Context: an optimization exercise on an open-source flow, tuned for small area, a short achievable clock period and few clock cycles. The choices shown serve that exercise and are no tape-out recipe. No run shown here included a check of the RTL's function; only the layout flow was run.

File: flow/constraint.sdc
create_clock -name core_clock -period 10.5 [get_ports {clk}]
set_input_delay 2.1000 -clock core_clock [delete_from_list [all_inputs] [get_ports {clk}]]
set_output_delay 2.1000 -clock core_clock [all_outputs]
set_load 0.01 [all_outputs]
File: flow/flow/run.sh
#!/bin/bash
# Layout flow: the standard layout (standard.sh), with one synthesis
# setting changed: ADDER_MAP_FILE is left empty, so Yosys does not extract
# full/half adders into sky130 fa/ha cells and ABC maps the arithmetic into
# ordinary gates (faster carry paths). Everything else, including the
# registers the synthesis makes, is the standard flow's.
set -euo pipefail
cd "$(dirname "$0")/.."
sed 's/CLKGATE_MAP_FILE= /CLKGATE_MAP_FILE= ADDER_MAP_FILE= /' standard.sh > standard_noadder.sh
grep -q 'ADDER_MAP_FILE= ' standard_noadder.sh
bash standard_noadder.sh > flow_orfs.log 2>&1 || { tail -50 flow_orfs.log; exit 1; }
test -f out/final.def
File: flow/design.v
module CLZ #(
  parameter W = 14
)(
  input [W - 1 : 0] in,
  output [4:0] lz
);
wire [15:0] x = {in, {(16 - W){1'b0}}};
wire [7:0] v1;
wire [7:0] c1;
wire [3:0] v2;
wire [1:0] c2 [0:3];
wire [1:0] v3;
wire [2:0] c3 [0:1];
genvar g;
generate
  for (g = 0; g < 8; g = g + 1) begin : l1
    assign v1[g] = x[2 * g + 1] | x[2 * g];
    assign c1[g] = ~x[2 * g + 1];
  end
  for (g = 0; g < 4; g = g + 1) begin : l2
    assign v2[g] = v1[2 * g + 1] | v1[2 * g];
    assign c2[g] = v1[2 * g + 1] ? {1'b0, c1[2 * g + 1]} : {1'b1, c1[2 * g]};
  end
  for (g = 0; g < 2; g = g + 1) begin : l3
    assign v3[g] = v2[2 * g + 1] | v2[2 * g];
    assign c3[g] = v2[2 * g + 1] ? {1'b0, c2[2 * g + 1]} : {1'b1, c2[2 * g]};
  end
endgenerate
wire any = v3[1] | v3[0];
wire [3:0] c4 = v3[1] ? {1'b0, c3[1]} : {1'b1, c3[0]};
assign lz = any ? {1'b0, c4} : W;
endmodule
module pfx_or #(
  parameter W = 16
)(
  input [W - 1 : 0] in,
  output [W - 1 : 0] out
);
localparam L = $clog2(W);
wire [W - 1 : 0] O [0 : L];
assign O[0] = in;
genvar l, i;
generate
  for (l = 0; l < L; l = l + 1) begin : lev
    for (i = 0; i < W; i = i + 1) begin : bt
      if ((i >> l) & 1) begin
        localparam integer j = ((i >> l) << l) - 1;
        assign O[l + 1][i] = O[l][i] | O[l][j];
      end else begin
        assign O[l + 1][i] = O[l][i];
      end
    end
  end
endgenerate
assign out = O[L];
endmodule
module padd #(
  parameter W = 16
)(
  input [W - 1 : 0] a, b,
  input cin,
  output [W - 1 : 0] s,
  output cout
);
localparam L = $clog2(W + 1);
wire [W : 0] G [0 : L];
wire [W : 0] P [0 : L];
assign G[0] = {a & b, cin};
assign P[0] = {a ^ b, 1'b0};
genvar l, i;
generate
  for (l = 0; l < L; l = l + 1) begin : lev
    for (i = 0; i <= W; i = i + 1) begin : bt
      if ((i >> l) & 1) begin
        localparam integer j = ((i >> l) << l) - 1;
        assign G[l + 1][i] = G[l][i] | (P[l][i] & G[l][j]);
        assign P[l + 1][i] = P[l][i] & P[l][j];
      end else begin
        assign G[l + 1][i] = G[l][i];
        assign P[l + 1][i] = P[l][i];
      end
    end
  end
endgenerate
assign s = P[0][W : 1] ^ G[L][W - 1 : 0];
assign cout = G[L][W];
endmodule
module pgt #(
  parameter W = 15
)(
  input [W - 1 : 0] a, b,
  output gt,
  output eq
);
localparam L = $clog2(W);
wire [W - 1 : 0] G [0 : L];
wire [W - 1 : 0] E [0 : L];
assign G[0] = a & ~b;
assign E[0] = ~(a ^ b);
genvar l, i;
generate
  for (l = 0; l < L; l = l + 1) begin : lev
    for (i = 0; i < W; i = i + 1) begin : bt
      if ((i >> l) & 1) begin
        localparam integer j = ((i >> l) << l) - 1;
        assign G[l + 1][i] = G[l][i] | (E[l][i] & G[l][j]);
        assign E[l + 1][i] = E[l][i] & E[l][j];
      end else begin
        assign G[l + 1][i] = G[l][i];
        assign E[l + 1][i] = E[l][i];
      end
    end
  end
endgenerate
assign gt = G[L][W - 1];
assign eq = E[L][W - 1];
endmodule
module dstep (
  input [14:0] r, d,
  output [14:0] r_out,
  output qb
);
wire [14:0] g0 = ~r & d;
wire [14:0] p0 = ~(r ^ d);
wire [14:0] G [0:4];
wire [14:0] P [0:4];
assign G[0] = g0;
assign P[0] = p0;
genvar l, i;
generate
  for (l = 0; l < 4; l = l + 1) begin : lev
    for (i = 0; i < 15; i = i + 1) begin : bt
      if ((i >> l) & 1) begin
        localparam integer j = ((i >> l) << l) - 1;
        assign G[l+1][i] = G[l][i] | (P[l][i] & G[l][j]);
        assign P[l+1][i] = P[l][i] & P[l][j];
      end else begin
        assign G[l+1][i] = G[l][i];
        assign P[l+1][i] = P[l][i];
      end
    end
  end
endgenerate
wire [14:0] bin = {G[4][13:0], 1'b0};
wire lt = G[4][14];         
assign qb = ~lt;
wire [14:0] t = (d ^ bin) & {15{~lt}};
wire [14:0] rn = r ^ t;
assign r_out = {rn[13:0], 1'b0};
endmodule
module divider #(
  parameter STEPS = 1
)(
  input [14:0] r_in,
  input [13:0] q_in,
  input [14:0] d,
  output [14:0] r_out,
  output [13:0] q_out
);
wire [14:0] r [0 : STEPS];
wire [13:0] q [0 : STEPS];
assign r[0] = r_in;
assign q[0] = q_in;
genvar i;
generate
  for (i = 0; i < STEPS; i = i + 1) begin : step
    wire qb;
    dstep st (.r(r[i]), .d(d), .r_out(r[i + 1]), .qb(qb));
    assign q[i + 1] = {q[i][12:0], qb};
  end
endgenerate
assign r_out = r[STEPS];
assign q_out = q[STEPS];
endmodule
module posit_extraction (
  input [15:0] x,
  output [14:0] t,
  output [5:0] sf,
  output [11:0] f,
  output zero,
  output nar
);
wire s = x[15];
wire [14:0] any_le;
pfx_or #(15) po (.in(x[14:0]), .out(any_le));
wire [14:0] lower_any = {any_le[13:0], 1'b0};
assign t = x[14:0] ^ ({15{s}} & lower_any);
assign zero = ~|x;
assign nar = s & ~lower_any[14] & ~x[14];
wire r0 = t[14];
wire [4:0] lz;
CLZ #(14) clz (.in(t[13:0] ^ {14{r0}}), .lz(lz));
wire [12:0] tmp = t[12:0] << lz[3:0];
assign f = tmp[11:0];
assign sf = {r0 ? {1'b0, lz[3:0]} : ~{1'b0, lz[3:0]}, tmp[12]};
endmodule
module posit_scalar (
  input div,
  input [5:0] a_sf, b_sf,
  output [5:0] md_sf
);
wire [5:0] bx = div ? ~b_sf : b_sf;
wire [6:0] msu = {a_sf[5], a_sf} + {bx[5], bx} + {6'd0, div};
wire signed [6:0] ms = msu;
assign md_sf = (ms > 7'sd28) ? 6'd28 : (ms < -7'sd28) ? -6'sd28 : ms[5:0];
endmodule
module posit_arithmetic_operator (
  input [1:0] opcode,
  input [15:0] a, b,
  input [13:0] div_q,          
  output [14:0] div_n, div_d,  
  output enc_sign,             
  output [5:0] enc_sf,
  output [11:0] enc_f,
  output nar,                  
  output force_zero,           
  output zero_flag
);
wire [14:0] ta, tb;
wire [5:0] sfa, sfb;
wire [11:0] fa, fb;
wire za, zb, na, nb;
posit_extraction ea (.x(a), .t(ta), .sf(sfa), .f(fa), .zero(za), .nar(na));
posit_extraction eb (.x(b), .t(tb), .sf(sfb), .f(fb), .zero(zb), .nar(nb));
wire sa = a[15];
wire sb = b[15];
wire a_gt_b, a_eq_b;
pgt #(15) cmp (.a(ta), .b(tb), .gt(a_gt_b), .eq(a_eq_b));
wire eff_sub = sa ^ sb ^ opcode[0];
wire sum_zero = a_eq_b & eff_sub;
wire [5:0] sfg = a_gt_b ? sfa : sfb;
wire [11:0] fg = a_gt_b ? fa : fb;
wire [11:0] fs = a_gt_b ? fb : fa;
wire [5:0] d_ab = sfa - sfb;
wire [5:0] d_ba = sfb - sfa;
wire [5:0] shift = a_gt_b ? d_ab : d_ba;
wire [14:0] G = {2'b01, fg, 1'b0};
wire [14:0] S_full = {2'b01, fs, 1'b0};
wire [5:0] sfg_p1 = sfg + 6'd1;
wire [5:0] sfg_m1 = sfg - 6'd1;
wire [14:0] S = (shift[5:4] != 2'b00) ? 15'd0 : (S_full >> shift[3:0]);
wire [11:0] po_a, po_b;
pfx_or #(12) poa (.in(fa), .out(po_a));
pfx_or #(12) pob (.in(fb), .out(po_b));
wire [11:0] po_s = a_gt_b ? po_b : po_a;
wire [15:0] sticky_tab = {2'b11, po_s, 2'b00};
wire sticky = shift[5] ? 1'b0 : shift[4] ? (shift[3:0] != 4'hf) : sticky_tab[shift[3:0]];
wire [14:0] V;
padd #(15) addsub (.a(G), .b(S ^ {15{eff_sub}}), .cin(eff_sub & ~sticky), .s(V), .cout());
wire [11:0] f_far = V[14] ? V[13:2] : V[13] ? V[12:1] : V[11:0];
wire [5:0] sf_far = V[14] ? sfg_p1 : V[13] ? sfg : sfg_m1;
wire [4:0] lzn;
CLZ #(15) clzn (.in(V), .lz(lzn));
wire [14:0] Vnn = V << lzn[3:0];
wire [11:0] f_near = Vnn[13:2];
wire [5:0] sf_near = sfg_p1 - {2'b0, lzn[3:0]};
wire near = eff_sub & (shift[5:1] == 5'd0);
wire [11:0] f_as = near ? f_near : f_far;
wire [5:0] sf_as = near ? sf_near : sf_far;
wire [25:0] P;
mul13 mul (.a(fa), .b(fb), .p(P));
wire [5:0] md_sf;
posit_scalar scal (.div(opcode[0]), .a_sf(sfa), .b_sf(sfb), .md_sf(md_sf));
wire [11:0] f_m = P[25] ? P[24:13] : P[23:12];
wire [5:0] sf_m = md_sf + {5'b0, P[25]};
wire fb_gt_fa;
pgt #(12) cmpf (.a(fb), .b(fa), .gt(fb_gt_fa), .eq());
wire lt = a_gt_b & fb_gt_fa;
assign div_n = {1'b1, fa, 2'b0};
assign div_d = lt ? {2'b01, fb, 1'b0} : {1'b1, fb, 2'b0};
wire [4:0] lzh;
CLZ #(10) clzq (.in(div_q[13:4]), .lz(lzh));
wire [13:0] qn_h = div_q << lzh[3:0];
wire [2:0] qn_l = div_q[3] ? div_q[2:0] : div_q[2] ? {div_q[1:0], 1'b0} : div_q[1] ? {div_q[0], 2'b0} : 3'b0;
wire [11:0] f_d = (div_q[13:4] != 10'd0) ? qn_h[12:1] : {qn_l, 9'b0};
wire [5:0] sf_d = md_sf - {5'b0, lt};
reg [11:0] f_r;
reg [5:0] sf_r;
reg s_r;
always @* begin
  case (opcode)
    2'b10: begin f_r = f_m; sf_r = sf_m; s_r = sa ^ sb; end
    2'b11: begin f_r = f_d; sf_r = sf_d; s_r = sa ^ sb; end
    default: begin
      if (za | zb) begin f_r = fg; sf_r = sfg; end
      else begin f_r = f_as; sf_r = sf_as; end
      s_r = a_gt_b ? sa : (sb ^ opcode[0]);
    end
  endcase
end
wire enc_tz = sf_r[5] & (sf_r[4:2] == 3'b000);
wire muldiv_zero = opcode[1] & (za | zb);
wire add_zero = ~opcode[1] & sum_zero;
assign enc_sign = s_r;
assign enc_sf = sf_r;
assign enc_f = f_r;
assign nar = na | nb;
assign force_zero = muldiv_zero | add_zero;
assign zero_flag = add_zero | (~muldiv_zero & enc_tz);
endmodule
module mul13 (input [11:0] a, input [11:0] b, output [25:0] p);
wire neg0 = b[1] & ~(b[0] & 1'b0);
wire one0 = b[0] ^ 1'b0;
wire two0 = (b[1] & ~b[0] & ~1'b0) | (~b[1] & b[0] & 1'b0);
wire pp0_0 = ((one0 & a[0]) | (two0 & 1'b0)) ^ neg0;
wire pp0_1 = ((one0 & a[1]) | (two0 & a[0])) ^ neg0;
wire pp0_2 = ((one0 & a[2]) | (two0 & a[1])) ^ neg0;
wire pp0_3 = ((one0 & a[3]) | (two0 & a[2])) ^ neg0;
wire pp0_4 = ((one0 & a[4]) | (two0 & a[3])) ^ neg0;
wire pp0_5 = ((one0 & a[5]) | (two0 & a[4])) ^ neg0;
wire pp0_6 = ((one0 & a[6]) | (two0 & a[5])) ^ neg0;
wire pp0_7 = ((one0 & a[7]) | (two0 & a[6])) ^ neg0;
wire pp0_8 = ((one0 & a[8]) | (two0 & a[7])) ^ neg0;
wire pp0_9 = ((one0 & a[9]) | (two0 & a[8])) ^ neg0;
wire pp0_10 = ((one0 & a[10]) | (two0 & a[9])) ^ neg0;
wire pp0_11 = ((one0 & a[11]) | (two0 & a[10])) ^ neg0;
wire pp0_12 = ((one0 & 1'b1) | (two0 & a[11])) ^ neg0;
wire pp0_13 = ((one0 & 1'b0) | (two0 & 1'b1)) ^ neg0;
wire neg1 = b[3] & ~(b[2] & b[1]);
wire one1 = b[2] ^ b[1];
wire two1 = (b[3] & ~b[2] & ~b[1]) | (~b[3] & b[2] & b[1]);
wire pp1_0 = ((one1 & a[0]) | (two1 & 1'b0)) ^ neg1;
wire pp1_1 = ((one1 & a[1]) | (two1 & a[0])) ^ neg1;
wire pp1_2 = ((one1 & a[2]) | (two1 & a[1])) ^ neg1;
wire pp1_3 = ((one1 & a[3]) | (two1 & a[2])) ^ neg1;
wire pp1_4 = ((one1 & a[4]) | (two1 & a[3])) ^ neg1;
wire pp1_5 = ((one1 & a[5]) | (two1 & a[4])) ^ neg1;
wire pp1_6 = ((one1 & a[6]) | (two1 & a[5])) ^ neg1;
wire pp1_7 = ((one1 & a[7]) | (two1 & a[6])) ^ neg1;
wire pp1_8 = ((one1 & a[8]) | (two1 & a[7])) ^ neg1;
wire pp1_9 = ((one1 & a[9]) | (two1 & a[8])) ^ neg1;
wire pp1_10 = ((one1 & a[10]) | (two1 & a[9])) ^ neg1;
wire pp1_11 = ((one1 & a[11]) | (two1 & a[10])) ^ neg1;
wire pp1_12 = ((one1 & 1'b1) | (two1 & a[11])) ^ neg1;
wire pp1_13 = ((one1 & 1'b0) | (two1 & 1'b1)) ^ neg1;
wire neg2 = b[5] & ~(b[4] & b[3]);
wire one2 = b[4] ^ b[3];
wire two2 = (b[5] & ~b[4] & ~b[3]) | (~b[5] & b[4] & b[3]);
wire pp2_0 = ((one2 & a[0]) | (two2 & 1'b0)) ^ neg2;
wire pp2_1 = ((one2 & a[1]) | (two2 & a[0])) ^ neg2;
wire pp2_2 = ((one2 & a[2]) | (two2 & a[1])) ^ neg2;
wire pp2_3 = ((one2 & a[3]) | (two2 & a[2])) ^ neg2;
wire pp2_4 = ((one2 & a[4]) | (two2 & a[3])) ^ neg2;
wire pp2_5 = ((one2 & a[5]) | (two2 & a[4])) ^ neg2;
wire pp2_6 = ((one2 & a[6]) | (two2 & a[5])) ^ neg2;
wire pp2_7 = ((one2 & a[7]) | (two2 & a[6])) ^ neg2;
wire pp2_8 = ((one2 & a[8]) | (two2 & a[7])) ^ neg2;
wire pp2_9 = ((one2 & a[9]) | (two2 & a[8])) ^ neg2;
wire pp2_10 = ((one2 & a[10]) | (two2 & a[9])) ^ neg2;
wire pp2_11 = ((one2 & a[11]) | (two2 & a[10])) ^ neg2;
wire pp2_12 = ((one2 & 1'b1) | (two2 & a[11])) ^ neg2;
wire pp2_13 = ((one2 & 1'b0) | (two2 & 1'b1)) ^ neg2;
wire neg3 = b[7] & ~(b[6] & b[5]);
wire one3 = b[6] ^ b[5];
wire two3 = (b[7] & ~b[6] & ~b[5]) | (~b[7] & b[6] & b[5]);
wire pp3_0 = ((one3 & a[0]) | (two3 & 1'b0)) ^ neg3;
wire pp3_1 = ((one3 & a[1]) | (two3 & a[0])) ^ neg3;
wire pp3_2 = ((one3 & a[2]) | (two3 & a[1])) ^ neg3;
wire pp3_3 = ((one3 & a[3]) | (two3 & a[2])) ^ neg3;
wire pp3_4 = ((one3 & a[4]) | (two3 & a[3])) ^ neg3;
wire pp3_5 = ((one3 & a[5]) | (two3 & a[4])) ^ neg3;
wire pp3_6 = ((one3 & a[6]) | (two3 & a[5])) ^ neg3;
wire pp3_7 = ((one3 & a[7]) | (two3 & a[6])) ^ neg3;
wire pp3_8 = ((one3 & a[8]) | (two3 & a[7])) ^ neg3;
wire pp3_9 = ((one3 & a[9]) | (two3 & a[8])) ^ neg3;
wire pp3_10 = ((one3 & a[10]) | (two3 & a[9])) ^ neg3;
wire pp3_11 = ((one3 & a[11]) | (two3 & a[10])) ^ neg3;
wire pp3_12 = ((one3 & 1'b1) | (two3 & a[11])) ^ neg3;
wire pp3_13 = ((one3 & 1'b0) | (two3 & 1'b1)) ^ neg3;
wire neg4 = b[9] & ~(b[8] & b[7]);
wire one4 = b[8] ^ b[7];
wire two4 = (b[9] & ~b[8] & ~b[7]) | (~b[9] & b[8] & b[7]);
wire pp4_0 = ((one4 & a[0]) | (two4 & 1'b0)) ^ neg4;
wire pp4_1 = ((one4 & a[1]) | (two4 & a[0])) ^ neg4;
wire pp4_2 = ((one4 & a[2]) | (two4 & a[1])) ^ neg4;
wire pp4_3 = ((one4 & a[3]) | (two4 & a[2])) ^ neg4;
wire pp4_4 = ((one4 & a[4]) | (two4 & a[3])) ^ neg4;
wire pp4_5 = ((one4 & a[5]) | (two4 & a[4])) ^ neg4;
wire pp4_6 = ((one4 & a[6]) | (two4 & a[5])) ^ neg4;
wire pp4_7 = ((one4 & a[7]) | (two4 & a[6])) ^ neg4;
wire pp4_8 = ((one4 & a[8]) | (two4 & a[7])) ^ neg4;
wire pp4_9 = ((one4 & a[9]) | (two4 & a[8])) ^ neg4;
wire pp4_10 = ((one4 & a[10]) | (two4 & a[9])) ^ neg4;
wire pp4_11 = ((one4 & a[11]) | (two4 & a[10])) ^ neg4;
wire pp4_12 = ((one4 & 1'b1) | (two4 & a[11])) ^ neg4;
wire pp4_13 = ((one4 & 1'b0) | (two4 & 1'b1)) ^ neg4;
wire neg5 = b[11] & ~(b[10] & b[9]);
wire one5 = b[10] ^ b[9];
wire two5 = (b[11] & ~b[10] & ~b[9]) | (~b[11] & b[10] & b[9]);
wire pp5_0 = ((one5 & a[0]) | (two5 & 1'b0)) ^ neg5;
wire pp5_1 = ((one5 & a[1]) | (two5 & a[0])) ^ neg5;
wire pp5_2 = ((one5 & a[2]) | (two5 & a[1])) ^ neg5;
wire pp5_3 = ((one5 & a[3]) | (two5 & a[2])) ^ neg5;
wire pp5_4 = ((one5 & a[4]) | (two5 & a[3])) ^ neg5;
wire pp5_5 = ((one5 & a[5]) | (two5 & a[4])) ^ neg5;
wire pp5_6 = ((one5 & a[6]) | (two5 & a[5])) ^ neg5;
wire pp5_7 = ((one5 & a[7]) | (two5 & a[6])) ^ neg5;
wire pp5_8 = ((one5 & a[8]) | (two5 & a[7])) ^ neg5;
wire pp5_9 = ((one5 & a[9]) | (two5 & a[8])) ^ neg5;
wire pp5_10 = ((one5 & a[10]) | (two5 & a[9])) ^ neg5;
wire pp5_11 = ((one5 & a[11]) | (two5 & a[10])) ^ neg5;
wire pp5_12 = ((one5 & 1'b1) | (two5 & a[11])) ^ neg5;
wire pp5_13 = ((one5 & 1'b0) | (two5 & 1'b1)) ^ neg5;
wire neg6 = 1'b0 & ~(1'b1 & b[11]);
wire one6 = 1'b1 ^ b[11];
wire two6 = (1'b0 & ~1'b1 & ~b[11]) | (~1'b0 & 1'b1 & b[11]);
wire pp6_0 = ((one6 & a[0]) | (two6 & 1'b0)) ^ neg6;
wire pp6_1 = ((one6 & a[1]) | (two6 & a[0])) ^ neg6;
wire pp6_2 = ((one6 & a[2]) | (two6 & a[1])) ^ neg6;
wire pp6_3 = ((one6 & a[3]) | (two6 & a[2])) ^ neg6;
wire pp6_4 = ((one6 & a[4]) | (two6 & a[3])) ^ neg6;
wire pp6_5 = ((one6 & a[5]) | (two6 & a[4])) ^ neg6;
wire pp6_6 = ((one6 & a[6]) | (two6 & a[5])) ^ neg6;
wire pp6_7 = ((one6 & a[7]) | (two6 & a[6])) ^ neg6;
wire pp6_8 = ((one6 & a[8]) | (two6 & a[7])) ^ neg6;
wire pp6_9 = ((one6 & a[9]) | (two6 & a[8])) ^ neg6;
wire pp6_10 = ((one6 & a[10]) | (two6 & a[9])) ^ neg6;
wire pp6_11 = ((one6 & a[11]) | (two6 & a[10])) ^ neg6;
wire pp6_12 = ((one6 & 1'b1) | (two6 & a[11])) ^ neg6;
wire pp6_13 = ((one6 & 1'b0) | (two6 & 1'b1)) ^ neg6;
wire s1;
wire c2;
assign s1 = pp0_10 ^ pp1_8;
assign c2 = pp0_10 & pp1_8;
wire s3;
wire c4;
assign s3 = pp0_11 ^ pp1_9;
assign c4 = pp0_11 & pp1_9;
wire s5;
wire c6;
assign s5 = pp0_12 ^ pp1_10 ^ pp2_8;
assign c6 = (pp0_12 & pp1_10) | (pp0_12 & pp2_8) | (pp1_10 & pp2_8);
wire s7;
wire c8;
assign s7 = pp3_6 ^ pp4_4;
assign c8 = pp3_6 & pp4_4;
wire s9;
wire c10;
assign s9 = pp0_13 ^ pp1_11 ^ pp2_9;
assign c10 = (pp0_13 & pp1_11) | (pp0_13 & pp2_9) | (pp1_11 & pp2_9);
wire s11;
wire c12;
assign s11 = pp3_7 ^ pp4_5;
assign c12 = pp3_7 & pp4_5;
wire s13;
wire c14;
assign s13 = ~neg0 ^ pp1_12 ^ pp2_10;
assign c14 = (~neg0 & pp1_12) | (~neg0 & pp2_10) | (pp1_12 & pp2_10);
wire s15;
wire c16;
assign s15 = pp3_8 ^ pp4_6 ^ pp5_4;
assign c16 = (pp3_8 & pp4_6) | (pp3_8 & pp5_4) | (pp4_6 & pp5_4);
wire s17;
wire c18;
assign s17 = pp1_13 ^ pp2_11 ^ pp3_9;
assign c18 = (pp1_13 & pp2_11) | (pp1_13 & pp3_9) | (pp2_11 & pp3_9);
wire s19;
wire c20;
assign s19 = pp4_7 ^ pp5_5;
assign c20 = pp4_7 & pp5_5;
wire s21;
wire c22;
assign s21 = ~neg1 ^ pp2_12 ^ pp3_10;
assign c22 = (~neg1 & pp2_12) | (~neg1 & pp3_10) | (pp2_12 & pp3_10);
wire s23;
wire c24;
assign s23 = pp2_13 ^ pp3_11;
assign c24 = pp2_13 & pp3_11;
wire s25;
wire c26;
assign s25 = pp0_6 ^ pp1_4;
assign c26 = pp0_6 & pp1_4;
wire s27;
wire c28;
assign s27 = pp0_7 ^ pp1_5;
assign c28 = pp0_7 & pp1_5;
wire s29;
wire c30;
assign s29 = pp0_8 ^ pp1_6 ^ pp2_4;
assign c30 = (pp0_8 & pp1_6) | (pp0_8 & pp2_4) | (pp1_6 & pp2_4);
wire s31;
wire c32;
assign s31 = pp3_2 ^ pp4_0;
assign c32 = pp3_2 & pp4_0;
wire s33;
wire c34;
assign s33 = pp0_9 ^ pp1_7 ^ pp2_5;
assign c34 = (pp0_9 & pp1_7) | (pp0_9 & pp2_5) | (pp1_7 & pp2_5);
wire s35;
wire c36;
assign s35 = pp3_3 ^ pp4_1;
assign c36 = pp3_3 & pp4_1;
wire s37;
wire c38;
assign s37 = pp2_6 ^ pp3_4 ^ pp4_2;
assign c38 = (pp2_6 & pp3_4) | (pp2_6 & pp4_2) | (pp3_4 & pp4_2);
wire s39;
wire c40;
assign s39 = pp5_0 ^ neg5 ^ s1;
assign c40 = (pp5_0 & neg5) | (pp5_0 & s1) | (neg5 & s1);
wire s41;
wire c42;
assign s41 = pp2_7 ^ pp3_5 ^ pp4_3;
assign c42 = (pp2_7 & pp3_5) | (pp2_7 & pp4_3) | (pp3_5 & pp4_3);
wire s43;
wire c44;
assign s43 = pp5_1 ^ s3 ^ c2;
assign c44 = (pp5_1 & s3) | (pp5_1 & c2) | (s3 & c2);
wire s45;
wire c46;
assign s45 = pp5_2 ^ pp6_0 ^ neg6;
assign c46 = (pp5_2 & pp6_0) | (pp5_2 & neg6) | (pp6_0 & neg6);
wire s47;
wire c48;
assign s47 = s5 ^ s7 ^ c4;
assign c48 = (s5 & s7) | (s5 & c4) | (s7 & c4);
wire s49;
wire c50;
assign s49 = pp5_3 ^ pp6_1 ^ s9;
assign c50 = (pp5_3 & pp6_1) | (pp5_3 & s9) | (pp6_1 & s9);
wire s51;
wire c52;
assign s51 = s11 ^ c6 ^ c8;
assign c52 = (s11 & c6) | (s11 & c8) | (c6 & c8);
wire s53;
wire c54;
assign s53 = pp6_2 ^ 1'b1 ^ s13;
assign c54 = (pp6_2 & 1'b1) | (pp6_2 & s13) | (1'b1 & s13);
wire s55;
wire c56;
assign s55 = s15 ^ c10 ^ c12;
assign c56 = (s15 & c10) | (s15 & c12) | (c10 & c12);
wire s57;
wire c58;
assign s57 = pp6_3 ^ 1'b1 ^ s17;
assign c58 = (pp6_3 & 1'b1) | (pp6_3 & s17) | (1'b1 & s17);
wire s59;
wire c60;
assign s59 = s19 ^ c14 ^ c16;
assign c60 = (s19 & c14) | (s19 & c16) | (c14 & c16);
wire s61;
wire c62;
assign s61 = pp4_8 ^ pp5_6 ^ pp6_4;
assign c62 = (pp4_8 & pp5_6) | (pp4_8 & pp6_4) | (pp5_6 & pp6_4);
wire s63;
wire c64;
assign s63 = s21 ^ c18 ^ c20;
assign c64 = (s21 & c18) | (s21 & c20) | (c18 & c20);
wire s65;
wire c66;
assign s65 = pp4_9 ^ pp5_7 ^ pp6_5;
assign c66 = (pp4_9 & pp5_7) | (pp4_9 & pp6_5) | (pp5_7 & pp6_5);
wire s67;
wire c68;
assign s67 = 1'b1 ^ s23 ^ c22;
assign c68 = (1'b1 & s23) | (1'b1 & c22) | (s23 & c22);
wire s69;
wire c70;
assign s69 = ~neg2 ^ pp3_12 ^ pp4_10;
assign c70 = (~neg2 & pp3_12) | (~neg2 & pp4_10) | (pp3_12 & pp4_10);
wire s71;
wire c72;
assign s71 = pp5_8 ^ pp6_6 ^ c24;
assign c72 = (pp5_8 & pp6_6) | (pp5_8 & c24) | (pp6_6 & c24);
wire s73;
wire c74;
assign s73 = pp3_13 ^ pp4_11 ^ pp5_9;
assign c74 = (pp3_13 & pp4_11) | (pp3_13 & pp5_9) | (pp4_11 & pp5_9);
wire s75;
wire c76;
assign s75 = pp6_7 ^ 1'b1;
assign c76 = pp6_7 & 1'b1;
wire s77;
wire c78;
assign s77 = ~neg3 ^ pp4_12 ^ pp5_10;
assign c78 = (~neg3 & pp4_12) | (~neg3 & pp5_10) | (pp4_12 & pp5_10);
wire s79;
wire c80;
assign s79 = pp4_13 ^ pp5_11;
assign c80 = pp4_13 & pp5_11;
wire s81;
wire c82;
assign s81 = pp0_4 ^ pp1_2;
assign c82 = pp0_4 & pp1_2;
wire s83;
wire c84;
assign s83 = pp0_5 ^ pp1_3;
assign c84 = pp0_5 & pp1_3;
wire s85;
wire c86;
assign s85 = pp2_2 ^ pp3_0 ^ neg3;
assign c86 = (pp2_2 & pp3_0) | (pp2_2 & neg3) | (pp3_0 & neg3);
wire s87;
wire c88;
assign s87 = pp2_3 ^ pp3_1 ^ s27;
assign c88 = (pp2_3 & pp3_1) | (pp2_3 & s27) | (pp3_1 & s27);
wire s89;
wire c90;
assign s89 = neg4 ^ s29 ^ s31;
assign c90 = (neg4 & s29) | (neg4 & s31) | (s29 & s31);
wire s91;
wire c92;
assign s91 = s33 ^ s35 ^ c30;
assign c92 = (s33 & s35) | (s33 & c30) | (s35 & c30);
wire s93;
wire c94;
assign s93 = s37 ^ s39 ^ c34;
assign c94 = (s37 & s39) | (s37 & c34) | (s39 & c34);
wire s95;
wire c96;
assign s95 = s41 ^ s43 ^ c38;
assign c96 = (s41 & s43) | (s41 & c38) | (s43 & c38);
wire s97;
wire c98;
assign s97 = s45 ^ s47 ^ c42;
assign c98 = (s45 & s47) | (s45 & c42) | (s47 & c42);
wire s99;
wire c100;
assign s99 = s49 ^ s51 ^ c46;
assign c100 = (s49 & s51) | (s49 & c46) | (s51 & c46);
wire s101;
wire c102;
assign s101 = s53 ^ s55 ^ c50;
assign c102 = (s53 & s55) | (s53 & c50) | (s55 & c50);
wire s103;
wire c104;
assign s103 = s57 ^ s59 ^ c54;
assign c104 = (s57 & s59) | (s57 & c54) | (s59 & c54);
wire s105;
wire c106;
assign s105 = s61 ^ s63 ^ c58;
assign c106 = (s61 & s63) | (s61 & c58) | (s63 & c58);
wire s107;
wire c108;
assign s107 = s65 ^ s67 ^ c62;
assign c108 = (s65 & s67) | (s65 & c62) | (s67 & c62);
wire s109;
wire c110;
assign s109 = s69 ^ s71 ^ c66;
assign c110 = (s69 & s71) | (s69 & c66) | (s71 & c66);
wire s111;
wire c112;
assign s111 = s73 ^ s75 ^ c70;
assign c112 = (s73 & s75) | (s73 & c70) | (s75 & c70);
wire s113;
wire c114;
assign s113 = pp6_8 ^ s77 ^ c74;
assign c114 = (pp6_8 & s77) | (pp6_8 & c74) | (s77 & c74);
wire s115;
wire c116;
assign s115 = pp6_9 ^ 1'b1 ^ s79;
assign c116 = (pp6_9 & 1'b1) | (pp6_9 & s79) | (1'b1 & s79);
wire s117;
wire c118;
assign s117 = ~neg4 ^ pp5_12 ^ pp6_10;
assign c118 = (~neg4 & pp5_12) | (~neg4 & pp6_10) | (pp5_12 & pp6_10);
wire s119;
wire c120;
assign s119 = pp5_13 ^ pp6_11;
assign c120 = pp5_13 & pp6_11;
wire s121;
wire c122;
assign s121 = pp0_2 ^ pp1_0;
assign c122 = pp0_2 & pp1_0;
wire s123;
wire c124;
assign s123 = pp0_3 ^ pp1_1;
assign c124 = pp0_3 & pp1_1;
wire s125;
wire c126;
assign s125 = pp2_0 ^ neg2 ^ s81;
assign c126 = (pp2_0 & neg2) | (pp2_0 & s81) | (neg2 & s81);
wire s127;
wire c128;
assign s127 = pp2_1 ^ s83 ^ c82;
assign c128 = (pp2_1 & s83) | (pp2_1 & c82) | (s83 & c82);
wire s129;
wire c130;
assign s129 = s25 ^ s85 ^ c84;
assign c130 = (s25 & s85) | (s25 & c84) | (s85 & c84);
wire s131;
wire c132;
assign s131 = c26 ^ s87 ^ c86;
assign c132 = (c26 & s87) | (c26 & c86) | (s87 & c86);
wire s133;
wire c134;
assign s133 = c28 ^ s89 ^ c88;
assign c134 = (c28 & s89) | (c28 & c88) | (s89 & c88);
wire s135;
wire c136;
assign s135 = c32 ^ s91 ^ c90;
assign c136 = (c32 & s91) | (c32 & c90) | (s91 & c90);
wire s137;
wire c138;
assign s137 = c36 ^ s93 ^ c92;
assign c138 = (c36 & s93) | (c36 & c92) | (s93 & c92);
wire s139;
wire c140;
assign s139 = c40 ^ s95 ^ c94;
assign c140 = (c40 & s95) | (c40 & c94) | (s95 & c94);
wire s141;
wire c142;
assign s141 = c44 ^ s97 ^ c96;
assign c142 = (c44 & s97) | (c44 & c96) | (s97 & c96);
wire s143;
wire c144;
assign s143 = c48 ^ s99 ^ c98;
assign c144 = (c48 & s99) | (c48 & c98) | (s99 & c98);
wire s145;
wire c146;
assign s145 = c52 ^ s101 ^ c100;
assign c146 = (c52 & s101) | (c52 & c100) | (s101 & c100);
wire s147;
wire c148;
assign s147 = c56 ^ s103 ^ c102;
assign c148 = (c56 & s103) | (c56 & c102) | (s103 & c102);
wire s149;
wire c150;
assign s149 = c60 ^ s105 ^ c104;
assign c150 = (c60 & s105) | (c60 & c104) | (s105 & c104);
wire s151;
wire c152;
assign s151 = c64 ^ s107 ^ c106;
assign c152 = (c64 & s107) | (c64 & c106) | (s107 & c106);
wire s153;
wire c154;
assign s153 = c68 ^ s109 ^ c108;
assign c154 = (c68 & s109) | (c68 & c108) | (s109 & c108);
wire s155;
wire c156;
assign s155 = c72 ^ s111 ^ c110;
assign c156 = (c72 & s111) | (c72 & c110) | (s111 & c110);
wire s157;
wire c158;
assign s157 = c76 ^ s113 ^ c112;
assign c158 = (c76 & s113) | (c76 & c112) | (s113 & c112);
wire s159;
wire c160;
assign s159 = c78 ^ s115 ^ c114;
assign c160 = (c78 & s115) | (c78 & c114) | (s115 & c114);
wire s161;
wire c162;
assign s161 = c80 ^ s117 ^ c116;
assign c162 = (c80 & s117) | (c80 & c116) | (s117 & c116);
wire s163;
wire c164;
assign s163 = 1'b1 ^ s119 ^ c118;
assign c164 = (1'b1 & s119) | (1'b1 & c118) | (s119 & c118);
wire s165;
wire c166;
assign s165 = ~neg5 ^ pp6_12 ^ c120;
assign c166 = (~neg5 & pp6_12) | (~neg5 & c120) | (pp6_12 & c120);
wire s167;
wire c168;
assign s167 = pp6_13 ^ 1'b1;
assign c168 = pp6_13 & 1'b1;
wire [25:0] r0 = {s167, s165, s163, s161, s159, s157, s155, s153, s151, s149, s147, s145, s143, s141, s139, s137, s135, s133, s131, s129, s127, s125, s123, neg1, pp0_1, pp0_0};
wire [25:0] r1 = {c166, c164, c162, c160, c158, c156, c154, c152, c150, c148, c146, c144, c142, c140, c138, c136, c134, c132, c130, c128, c126, c124, c122, s121, 1'b0, neg0};
padd #(26) cpa (.a(r0), .b(r1), .cin(1'b0), .s(p), .cout());
endmodule
module posit_encoder (
  input sign,
  input [5:0] sf,
  input [11:0] f,
  output [15:0] ans
);
wire neg = sf[5];
wire [3:0] sh = sf[4:1] ^ {4{neg}};
wire [14:0] w = {~neg, neg, sf[0], f};
wire [29:0] wx = {{15{~neg}}, w} >> sh;
wire [15:0] t = {1'b0, wx[14:0]};
wire [15:0] any_le;
pfx_or #(16) po (.in(t), .out(any_le));
wire [15:0] lower_any = {any_le[14:0], 1'b0};
assign ans = t ^ ({16{sign}} & lower_any);
endmodule
module posit_top#(
  parameter posit_width = 16,  
  parameter es = 1  
)(
  input clk,
  input reset,
  input start,
  input [1:0] opcode,  
  input [posit_width - 1 : 0] a, b,
  output reg done,
  output reg zero,
  output [posit_width - 1 : 0] result
);
wire [14:0] div_n, div_d;
wire enc_sign, nar, force_zero, zero_flag;
wire [5:0] enc_sf;
wire [11:0] enc_f;
reg busy1, busy2, busy3;
reg sign_reg, nar_reg, fz_reg;
reg [5:0] sf_reg;
reg [11:0] f_reg;
wire [15:0] enc_ans;
posit_encoder enc (.sign(sign_reg), .sf(sf_reg), .f(f_reg), .ans(enc_ans));
assign result = nar_reg ? 16'h8000 : fz_reg ? 16'h0000 : enc_ans;
reg [14:0] r_reg, d_reg;
reg [13:0] q_reg;
wire [14:0] r4, r5;
wire [13:0] q4, q5;
divider #(.STEPS(4)) div_b4 (.r_in(r_reg), .q_in(q_reg), .d(d_reg), .r_out(r4), .q_out(q4));
divider #(.STEPS(1)) div_b1 (.r_in(r4), .q_in(q4), .d(d_reg), .r_out(r5), .q_out(q5));
posit_arithmetic_operator core (
  .opcode(opcode), .a(a), .b(b), .div_q(q4),
  .div_n(div_n), .div_d(div_d),
  .enc_sign(enc_sign), .enc_sf(enc_sf), .enc_f(enc_f),
  .nar(nar), .force_zero(force_zero), .zero_flag(zero_flag)
);
wire start_div = start & opcode[1] & opcode[0];
always @(posedge clk or posedge reset) begin
  if (reset) begin
    done <= 1'b0;
    busy1 <= 1'b0;
    busy2 <= 1'b0;
    busy3 <= 1'b0;
  end else begin
    done <= (start & ~start_div) | busy3;
    busy1 <= start_div;
    busy2 <= busy1;
    busy3 <= busy2;
  end
end
always @(posedge clk) begin
  sign_reg <= enc_sign;
  sf_reg <= enc_sf;
  f_reg <= enc_f;
  nar_reg <= nar;
  fz_reg <= force_zero;
  zero <= zero_flag;
  r_reg <= (busy1 | busy2) ? r5 : div_n;
  q_reg <= (busy1 | busy2) ? q5 : 14'd0;
  d_reg <= div_d;
end
endmodule
File: flow/standard.sh
#!/bin/bash
# synth_recipe.tcl (not shown) runs the flow's synth.tcl, then flattens the netlist and writes it again
# the make line also repeats each setting of config.mk as NAME=value (left out here)
make -C /OpenROAD-flow-scripts/flow DESIGN_CONFIG=/design/flow/config.mk WORK_HOME=/design/flow/orfs CLKGATE_MAP_FILE= SYNTH_SCRIPT=/design/flow/synth_recipe.tcl "${@:-finish}"
File: flow/config.mk
export PLATFORM = sky130hd
export DESIGN_NAME = posit_top
export DESIGN_NICKNAME = posit_top
export VERILOG_FILES = /design/flow/design.v
export SDC_FILE = /design/flow/constraint.sdc
export NUM_CORES = 4
export LEC_CHECK = 0
export ABC_AREA = 1
export CAP_MARGIN = 20
export CORE_MARGIN = 2
export CORE_UTILIZATION = 40
export SLEW_MARGIN = 20
==> results of run 1 <==
==> area by class of cell <==
class                           instances  share of cell area [%]
Inverter                              547                    8.65
Sequential cell                        63                    5.38
Clock inverter                          4                  0.0945
Antenna cell                            1                  0.0105
Tap cell                              748                    3.93
Timing Repair Buffer                  129                    4.63
Multi-Input combinational cell       3848                    76.3
Clock buffer                           12                    1.03
==> layout by cell type (no fill, tap or decap), types with 5 or more instances in the layout <==
master and count:
o221ai_1 6, o21ai_0 174, clkdlybuf4s50_1 54, nand3b_1 22, nor2_4 12, inv_2 51, a21boi_1 10, o21ai_1 75
nand3_2 15, xnor2_1 17, a31oi_1 15, nand2_2 66, clkbuf_16 9, buf_4 75, nand4_1 74, o21ai_2 9
o211ai_1 25, or2_1 7, nand2_4 16, nand3_1 787, xor2_1 98, a21boi_0 5, nor3_1 39, a21oi_1 90
o22ai_1 23, o21a_1 7, nand2_1 1888, dfxtp_1 59, or2_2 11, clkinv_1 12, nor2_1 265, o21bai_1 6
nor2_2 25, inv_1 481
==> critical path, delay by kind of cell <==
kind                   cells  cell delay, ns
AND/OR/NAND/NOR           47            5.58
buffers and inverters      6            1.55
AO/OA/AOI/OAI              2            0.56
==> path summary, 6_finish.rpt <==
kind,to,start,slack [ns]
min in group asynchronous,busy1$_DFF_PP0_,reset,1.94
max reg2reg,r_reg[7]$_DFF_P_,d_reg[10]$_DFF_P_,1.28
max,zero$_DFF_P_,a[0],0.86
min,busy2$_DFF_PP0_,busy1$_DFF_PP0_,0.38
max in group asynchronous,done$_DFF_PP0_,reset,8.41
min reg2reg,busy2$_DFF_PP0_,busy1$_DFF_PP0_,0.38
==> cells by family after synthesis <==
logic type | after synthesis
simple gates | 3249
xor+xnor | 120
fa+ha+maj | 1
flops | 63
compound gates | 476
mux | 2
buf+inv | 684
==> stage by stage <==
stage               worst slack (ns)  cell area, um2
global route                  0.0521           23800
detailed placement             0.666           23600
CTS                            0.997           23800
floorplan                       2.98           22300
finish                         0.859           23800
global placement               0.727           23600
==> per-layer routing <==
layer	GRT usage [%]	routed length [um]	vias to the layer above
met5	0	25	-
met4	13.6	4240	4
met3	2.39	5070	216
met2	46.2	35500	987
met1	34.0	34200	12480
li1	-	-	14823
==> metrics.md, run 1 <==
| Metric | Value |
|---|---|
| Sequential cell area fraction in the yosys report | `5.74%` |
| Initial drt markers | `between 2000 and 3000` |
| CP required | `10.71 ns` |
| Max Cap Viol | `0` |
| R2R cell count | `53` |
| Reg area | `0.00128 mm2` |
| Synth Register Bits | `63` |
| Clock sink count | `63` |
| Crit path capture type | `register` |
| Via count of the routed design | `between 20000 and 30000` |
| Post-CTS Hold Buffers | `0` |
| Drc violations | `0` |
| Final-report hold violation count | `0` |
| Layout cells sized above 1 | `7.15%` |
| Outcome | `complete, no violations` |
| Ports | `55` |
| Die Width | `around 240 um` |
| CP dominant cell by count | `nand2_1` |
| Syn avg cell area | `4.86 um2` |
| Num rows | `86` |
| Main synth FF type | `dfxtp_1` |
| Final hold slack | `0.381 ns` |
| Worst slew pin tran | `1.05 ns` |
| First-pass GRT wire length | `128 mm` |
| Largest net degree at the start of global routing | `49` |
| Critical path class | `in -> reg` |
| Adder-Cell Fraction of Synth Area | `less than 1%` |
| Post-Syn Instances | `between 4000 and 5000` |
| Tmin final | `9.64 ns` |
| Chip height | `240 um` |
| Area occupied by multi-input gates | `0.0182 mm2` |
| Post-layout util | `43.3%` |
| Hold-critical path depth | `0` |
| Worst path slowest cell | `clkinv_1` |
| Post-DP HPWL | `roughly 65 mm` |
| Largest family of logic cells by synthesized area | `simple AND/OR/NAND/NOR gates` |
| Slew headroom | `29.2%` |
| Clock latency on the worst-skew pair | `0.34 ns` |
| GPL Wtd Cong | `between 0.9 and 1` |
| Post-synth EDFFs | `0` |
| Post-synthesis cell type count | `73` |
| Largest register FFs | `14` |
| Total gr overflow | `0` |
| Most instantiated cells after synthesis | `nand2_1 (1888), nand3_1 (787), inv_1 (481)` |
| Die area | `0.0577 mm2` |
| Setup Viol. Count Final | `0` |
| Post-synthesis cell area | `approximately 0.022 mm2` |
| CTS Buf Count | `9` |
| Tot GR Track Use | `27.1%` |
| CTS tree | `done` |
| Async SR Flop Fraction | `about 6.3%` |
| Area grow syn2layout | `6.81%` |
| CTS resizes | `0` |
| Top cells by area, synth | `nand2_1 (32%), nand3_1 (18%), inv_1 (8.1%), dfxtp_1 (5.3%), nor2_1 (4.5%)` |
| Vias/cell | `roughly 5.3` |
| Layout fillers | `between 6000 and 7000` |
| Compound-Gate Fraction of Synth Area | `12.5%` |
| Cells after DPL | `5335` |
| Buffers on Ports | `between 50 and 60` |
| Period utilisation layout | `91.8%` |
| Number of global-route vias before repair | `25522` |
| WP data arrival | `9.85 ns` |
| Max incr delay on CP | `0.61 ns` |
| Largest area contributor in the netlist | `nand2_1` |
| Core box area | `0.0551 mm2` |
| Hold crit path type | `reg -> reg` |
| Synth warnings | `15` |
| Setup_tns | `0 ns` |
| Initial antenna violation count | `5` |
| Post-synth top area share | `31.8%` |
| RSZ-0062 raised after global routing | `no` |
| Post-synthesis simple-gate area fraction | `between 60% and 70%` |
| Final net count | `4635` |
| Initial Util | `40.5%` |
| Setup Skew | `0.0106 ns` |
| Initial DRT Pass Iterations | `7` |
| Final Slew Violations | `0` |
| Crit start category | `input pin` |
| CTS clock-pin slew for the worst setup and hold paths | `0.06 ns` |
| Antenna viol nets, final | `0` |
| Max Buffers Root-to-Sink | `2` |
| Xor/xnor share of the synthesized area | `4.91%` |
| Root Buffer | `clkbuf_16` |
| Non-filler cells, final | `5352` |
| Critical path peak fanout | `21` |
| Routed WL | `between 70 and 80 mm` |
| H-tree depth | `3` |
| Mux cell area share after synthesis | `0.0897%` |
| Post-CTS setup buffer count | `0` |
| FMAX | `104 MHz` |
| WL/cell | `about 15 um` |
| Net Count, Synth | `between 4000 and 5000` |
| Count leader, synth | `nand2_1` |
==> run 2, diff against run 1 <==
--- a/flow/config.mk
+++ b/flow/config.mk
@@ -11,2 +11,4 @@
 export CORE_UTILIZATION = 40
+export SETUP_SLACK_MARGIN = 1.5
 export SLEW_MARGIN = 20
+export TNS_END_PERCENT = 5
==> metrics.md, run 2 <==
| Metric | Value |
|---|---|
| CTS tree | `done` |
| H-tree depth | `3 (unchanged)` |
| Synth Register Bits | `63 (unchanged)` |
| Final net count | `4748 (+2.4%)` |
| First-pass GRT wire length | `129 mm (+0.60%)` |
| Setup_tns | `0 ns (unchanged)` |
| Slew headroom | `25.9% (-3.3 points)` |
| Layout fillers | `6147 (-3.2%)` |
| Clock latency on the worst-skew pair | `0.34 ns (about the same)` |
| Largest area contributor in the netlist | `nand2_1` |
| Outcome | `complete, no violations` |
| Largest register FFs | `14 (unchanged)` |
| Most common cell after layout, fill and taps aside | `nand2_1` |
| Number of global-route vias before repair | `25679 (+0.62%)` |
| Max Cap Viol | `0 (unchanged)` |
| Post-synthesis cell area | `0.0223 mm2 (unchanged)` |
| Most instantiated cells after synthesis | `nand2_1 (1888), nand3_1 (787), inv_1 (481)` |
| Sequential cell area fraction in the yosys report | `5.74% (unchanged)` |
| Drc violations | `0 (unchanged)` |
| Area grow syn2layout | `16.7%` |
| Post-Syn Instances | `4595 (unchanged)` |
| Post-synth EDFFs | `0 (unchanged)` |
| CP required | `10.72 ns (about the same)` |
| Commonest non-fill, non-tap cells in the layout | `nand2_1 (1822), nand3_1 (750), inv_1 (480)` |
| RSZ-0062 raised after global routing | `yes` |
| Routed WL | `82.0 mm (+3.8%)` |
| Die area | `0.0577 mm2 (unchanged)` |
| Vias/cell | `5.35 (+0.47%)` |
| Top cells by area, synth | `nand2_1 (32%), nand3_1 (18%), inv_1 (8.1%), dfxtp_1 (5.3%), nor2_1 (4.5%)` |
| Final hold slack | `0.381 ns (-0.0000630 ns)` |
| Top delay family on crit path | `simple AND/OR/NAND/NOR gates` |
| # diodes | `0 (-1)` |
| Root Buffer | `clkbuf_16` |
| Core box area | `0.0551 mm2 (unchanged)` |
| Buffers on Ports | `54 (unchanged)` |
| Worst slew pin tran | `1.10 ns (+0.0495 ns)` |
| Initial antenna violation count | `4 (-1)` |
| Buf/Inv on CP | `6 (unchanged)` |
| Critical path peak fanout | `13 (-38%)` |
| Crit path capture type | `register` |
| Count leader, synth | `nand2_1` |
| Post-Place Worst Slack | `0.666 ns (unchanged)` |
| Ports | `55 (unchanged)` |
| Die Width | `240 um (unchanged)` |
| WL/cell | `15.0 um (+1.7%)` |
| Largest net degree at the start of global routing | `49 (unchanged)` |
| Hold crit path type | `reg -> reg` |
| Syn avg cell area | `4.86 um2 (unchanged)` |
| WP data arrival | `8.83 ns (-1.02 ns)` |
| Clock sink count | `63 (unchanged)` |
| Num rows | `86 (unchanged)` |
| Setup WS post-layout | `1.89 ns (+1.03 ns)` |
| Tot GR Track Use | `27.3% (+0.17 points)` |
| Total gr overflow | `0 (unchanged)` |
| Async SR Flop Fraction | `6.35% (unchanged)` |
| Final Slew Violations | `0 (unchanged)` |
| CP dominant cell by count | `nand2_1` |
| Crit start category | `input pin` |
| Worst path slowest cell | `clkdlybuf4s50_1` |
| Layout cells sized above 1 | `13.2% (+6.1 points)` |
| Main synth FF type | `dfxtp_1` |
| Chip height | `240 um (unchanged)` |
| Setup Viol. Count Final | `0 (unchanged)` |
| Post-synthesis cell type count | `73 (unchanged)` |
| Period utilisation layout | `82.0% (-9.8 points)` |
| Tmin final | `8.61 ns (-1.03 ns)` |
| Net Count, Synth | `4632 (unchanged)` |
| CTS clock-pin slew for the worst setup and hold paths | `0.06 ns (about the same)` |
| CTS Buf Count | `9 (unchanged)` |
| FMAX | `116 MHz (+12%)` |
| Critical path class | `in -> reg` |
| Initial DRT Pass Iterations | `6 (-1)` |
| Max incr delay on CP | `0.45 ns (-0.16 ns)` |
| Final-report hold violation count | `0 (unchanged)` |
| Antenna viol nets, final | `0 (unchanged)` |
| Setup Skew | `0.0117 ns (+0.00106 ns)` |
| Initial Util | `40.5% (unchanged)` |
| GPL Wtd Cong | `0.984 (unchanged)` |
| Post-synth top area share | `31.8% (unchanged)` |
| Post-DP HPWL | `64.6 mm (unchanged)` |
| Via count of the routed design | `29244 (+2.6%)` |
| Max Buffers Root-to-Sink | `2 (unchanged)` |
| Synth warnings | `15 (unchanged)` |
| Initial drt markers | `2608 (-5.2%)` |
[run 2: cell count changes in the layout (fill, tap and decap cells not counted), sizes merged, moves of 3 or more]
cell / previous run / this run
dlymetal6s2s: 0 / 18
nand2: 1972 / 1978
inv: 534 / 537
buf: 75 / 179
clkinv: 16 / 12
clkbuf: 12 / 15
clkdlybuf4s50: 54 / 34
[run 2: cell type report]
| cell class | instances | area, um2 | area share [%] |
|---|---|---|---|
| clock inverters | 4 | 22.5 | 0.0865 |
| multi-input cells | 3855 | 19300 | 74.3 |
| well taps | 748 | 936 | 3.59 |
| flip-flops and latches | 63 | 1280 | 4.93 |
| repair buffers | 235 | 2120 | 8.15 |
| inverters | 547 | 2100 | 8.05 |
| clock buffers | 12 | 246 | 0.946 |
[run 2: repair_timing]
item	in CTS	in global routing
gates cloned	1	7
pin swaps	8	75
setup buffers	20	85
hold buffers	0	0
resized for setup	29	297
endpoints found under the setup margin	29	33
[run 2: routing by layer]
metal | global-route usage (%) | part of all wire, % | routed length [um] | vias up
met3 | 2.38 | 6.2 | 5110 | 250
met2 | 46.6 | 45 | 37200 | 996
met5 | 0 | 0.012 | 10 | -
met1 | 34.2 | 43 | 35100 | 12941
li1 | - | - | - | 15055
met4 | 13.7 | 5.7 | 4650 | 2
[run 2: path summary, 6_finish.rpt]
path                                          end  slack [ns]         startpoint  depth (start not counted)
min in group asynchronous         busy1$_DFF_PP0_        1.94              reset                          2
worst max register to register  r_reg[10]$_DFF_P_        2.33  d_reg[10]$_DFF_P_                         51
worst max-delay path             f_reg[8]$_DFF_P_        1.89               b[6]                         55
worst min-delay path              busy2$_DFF_PP0_        0.38    busy1$_DFF_PP0_                          0
max in group asynchronous          done$_DFF_PP0_        8.41              reset                          2
worst min register to register    busy2$_DFF_PP0_        0.38    busy1$_DFF_PP0_                          0
[run 2: logic make-up after synthesis]
family,after synthesis,share of synthesized area [%]
AO/OA/AOI/OAI,476,12.5
buffers and inverters,684,12.8
multiplexers,2,0.0897
adder cells (fa/ha/maj),1,0.0505
flip-flops,63,5.74
AND/OR/NAND/NOR,3249,64.0
XOR/XNOR,120,4.91
[run 2: metrics by stage]
step	instances	utilization [%]	area [um2]
global placement	5335	42.8	23600
floorplan	4595	-	22300
CTS	5372	43.8	24100
finish	5464	47.3	26000
global route	5464	47.3	26000
detailed placement	5335	42.8	23600
[run 2: worst reg2reg max path: cells and delay by family, from the launching register on]
family / cells / cell delay [ns]
compound gates: 4 / 0.94
flops: 1 / 0.49
simple gates: 40 / 5.34
buf+inv: 7 / 1.31
==> run 3, diff against run 2 <==
--- a/flow/config.mk
+++ b/flow/config.mk
@@ -11,3 +11,3 @@
 export CORE_UTILIZATION = 40
-export SETUP_SLACK_MARGIN = 1.5
+export SETUP_SLACK_MARGIN = 2.5
 export SLEW_MARGIN = 20
==> metrics.md, run 3 <==
| Metric | Value |
|---|---|
| Initial Util | `40.5% (unchanged)` |
| Async SR Flop Fraction | `6.35% (unchanged)` |
| Slew headroom | `28.7% (+2.8 points)` |
| Largest area contributor in the netlist | `nand2_1` |
| H-tree depth | `3 (unchanged)` |
| Final Slew Violations | `0 (unchanged)` |
| Net Count, Synth | `4632 (unchanged)` |
| Clock sink count | `63 (unchanged)` |
| GPL Wtd Cong | `0.984 (unchanged)` |
| Routed wl met3 | `6.56 mm (+29%)` |
| Syn avg cell area | `4.86 um2 (unchanged)` |
| Most instantiated cells after synthesis | `nand2_1 (1888), nand3_1 (787), inv_1 (481)` |
| Period utilisation layout | `78.0% (-4.0 points)` |
| First-pass GRT wire length | `132 mm (+2.7%)` |
| Vias/cell | `5.54 (+3.5%)` |
| Worst slew pin tran | `1.06 ns (-0.0412 ns)` |
| Post-synthesis cell area | `0.0223 mm2 (unchanged)` |
| Uppermost layer routed | `met4` |
| Critical path peak fanout | `7 (-6)` |
| WL/cell | `15.9 um (+5.8%)` |
| Met2 WL | `41.0 mm (+10%)` |
| CP required | `10.72 ns (about the same)` |
| Max Cap Viol | `0 (unchanged)` |
| Outcome | `complete, no violations` |
| Sequential cell area fraction in the yosys report | `5.74% (unchanged)` |
| CTS clock-pin slew for the worst setup and hold paths | `0.06 ns (about the same)` |
| Setup Skew | `0.0104 ns (-0.00132 ns)` |
| Post-synth top area share | `31.8% (unchanged)` |
| Top delay family on crit path | `simple AND/OR/NAND/NOR gates` |
| Routed WL | `89.2 mm (+8.7%)` |
| Final net count | `4896 (+3.1%)` |
| Worst path slowest cell | `a21oi_4` |
| Num rows | `86 (unchanged)` |
| RSZ-0062 raised after global routing | `yes` |
| Buffers on Ports | `54 (unchanged)` |
| Root Buffer | `clkbuf_16` |
| Post-synthesis cell type count | `73 (unchanged)` |
| Area grow syn2layout | `32.1%` |
| Largest net degree at the start of global routing | `49 (unchanged)` |
| Chip height | `240 um (unchanged)` |
| Core box area | `0.0551 mm2 (unchanged)` |
| Die Width | `240 um (unchanged)` |
| Initial antenna violation count | `3 (-1)` |
| Final-report hold violation count | `0 (unchanged)` |
| Max incr delay on CP | `0.23 ns (-0.22 ns)` |
| Initial DRT Pass Iterations | `6 (unchanged)` |
| WP data arrival | `8.41 ns (-0.42 ns)` |
| Antenna viol nets, final | `0 (unchanged)` |
| Drc violations | `0 (unchanged)` |
| Commonest non-fill, non-tap cells in the layout | `nand2_1 (1678), nand3_1 (642), inv_1 (459)` |
| Total gr overflow | `0 (unchanged)` |
| Most common cell after layout, fill and taps aside | `nand2_1` |
| Tmin final | `8.19 ns (-0.419 ns)` |
| Crit path capture type | `register` |
| Synth Register Bits | `63 (unchanged)` |
| Setup Viol. Count Final | `0 (unchanged)` |
| Layout fillers | `5638 (-8.3%)` |
| Layout cells sized above 1 | `23.3% (+10 points)` |
| Die area | `0.0577 mm2 (unchanged)` |
| Top cells by area, synth | `nand2_1 (32%), nand3_1 (18%), inv_1 (8.1%), dfxtp_1 (5.3%), nor2_1 (4.5%)` |
| CP dominant cell by count | `nand2_2` |
| Area occupied by multi-input gates | `0.0214 mm2 (+11%)` |
| Synth warnings | `15 (unchanged)` |
| Buf/Inv on CP | `7 (+1)` |
| CTS tree | `done` |
| Via count of the routed design | `31095 (+6.3%)` |
| Tot GR Track Use | `28.0% (+0.69 points)` |
| Setup_tns | `0 ns (unchanged)` |
| Length of routed wiring on met1 | `35.6 mm (+1.6%)` |
| Largest register FFs | `14 (unchanged)` |
| Initial drt markers | `3084 (+18%)` |
| CTS Buf Count | `9 (unchanged)` |
| Reg area | `0.00129 mm2 (+0.59%)` |
| Post-Syn Instances | `4595 (unchanged)` |
| Post-DP HPWL | `64.6 mm (unchanged)` |
| Count leader, synth | `nand2_1` |
| Number of global-route vias before repair | `26600 (+3.6%)` |
| Max Buffers Root-to-Sink | `2 (unchanged)` |
| Main synth FF type | `dfxtp_1` |
| Hold crit path type | `reg -> reg` |
| Post-synth EDFFs | `0 (unchanged)` |
| Crit start category | `input pin` |
| Ports | `55 (unchanged)` |
| Clock latency on the worst-skew pair | `0.34 ns (about the same)` |
| FMAX | `122 MHz (+5.1%)` |
| Critical path class | `in -> reg` |
-- run 3: cell counts after synthesis --
No cell type changed its count.
-- run 3: kinds of logic (layout without fill, tap and decap cells) --
family	Yosys count	count (layout)	share of synthesized area, %
AND/OR/NAND/NOR	3249	3259	64.0
adder cells (fa/ha/maj)	1	1	0.0505
XOR/XNOR	120	120	4.91
AO/OA/AOI/OAI	476	476	12.5
buffers and inverters	684	943	12.8
multiplexers	2	2	0.0897
flip-flops	63	63	5.74
other	0	1	0
-- run 3: path summary, 6_finish.rpt --
check	from	to	slack, ns	depth (start not counted)
worst min-delay path	busy1$_DFF_PP0_	busy2$_DFF_PP0_	0.38	0
worst max register to register	d_reg[1]$_SDFF_PN0_	r_reg[10]$_DFF_P_	2.89	54
worst min register to register	busy1$_DFF_PP0_	busy2$_DFF_PP0_	0.38	0
min in group asynchronous	reset	busy1$_DFF_PP0_	1.94	2
worst max-delay path	a[1]	f_reg[8]$_DFF_P_	2.31	54
max in group asynchronous	reset	done$_DFF_PP0_	8.41	2
-- run 3: final cells by class --
type / instances / share of cell area, %
Clock buffer: 12 / 0.836
Clock inverter: 4 / 0.0764
Antenna cell: 1 / 0.00849
Sequential cell: 63 / 4.38
Timing Repair Buffer: 380 / 11.7
Inverter: 547 / 7.30
Multi-Input combinational cell: 3858 / 72.6
Tap cell: 748 / 3.18
-- run 3: repair_timing --
item,4_1_cts,5_1_grt
hold buffers,0,0
setup endpoints to repair,33,36
pin swaps,73,231
resized for setup,274,666
gates cloned,5,10
buffers inserted,90,156
-- run 3: layer usage --
metal  up-vias  GRT usage, %
met3       406          2.18
met4         0          15.0
met2      1458          47.8
met1     13831          34.8
met5         -             0
li1      15400             -
-- run 3: per-stage QoR --
stage | util [%] | instances | hold slack, ns | setup WS [ns] | area, um2
2_1_floorplan | - | 4595 | 0.354 | 2.98 | 22300
3_3_place_gp | 42.8 | 5335 | 0.359 | 0.727 | 23600
3_5_place_dp | 42.8 | 5335 | 0.364 | 0.666 | 23600
4_1_cts | 46.6 | 5446 | 0.382 | 2.13 | 25700
5_1_grt | 53.5 | 5612 | 0.389 | 1.96 | 29500
6_report | 53.5 | 5613 | 0.381 | 2.31 | 29500

## static timing again, ports no longer ideal
Ports are ideal in the flow. The routed layouts listed here were re-timed in OpenROAD. Step 1, drivers: a clkbuf_16 drives clk and a buf_2 each remaining input, both assumed. Step 2, shift: input delay + t, output delay - t, t = (earliest + latest rising clock arrival at the registers) / 2. This alone moves slack from input paths to output paths. a / b / c = no drivers / after step 1 / after step 2; a / b = the first two.
run | t (ns) | setup slack, ns | worst hold slack (ns) | slew at the worst register clock pin (ns)
run 1 | 0.378 | 0.859 / 0.884 / 0.506 | 0.381 / 0.381 / 0.381 | 0.06 / 0.06
run 2 | 0.381 | 1.887 / 1.913 / 1.532 | 0.381 / 0.381 / 0.381 | 0.06 / 0.06
run 3 | 0.378 | 2.306 / 2.310 / 1.932 | 0.381 / 0.381 / 0.381 | 0.06 / 0.06
After both steps every run listed still meets setup and hold. For run 3, which loses most, drivers alone change the setup slack by +0.004 ns; drivers and shift together by -0.374 ns.
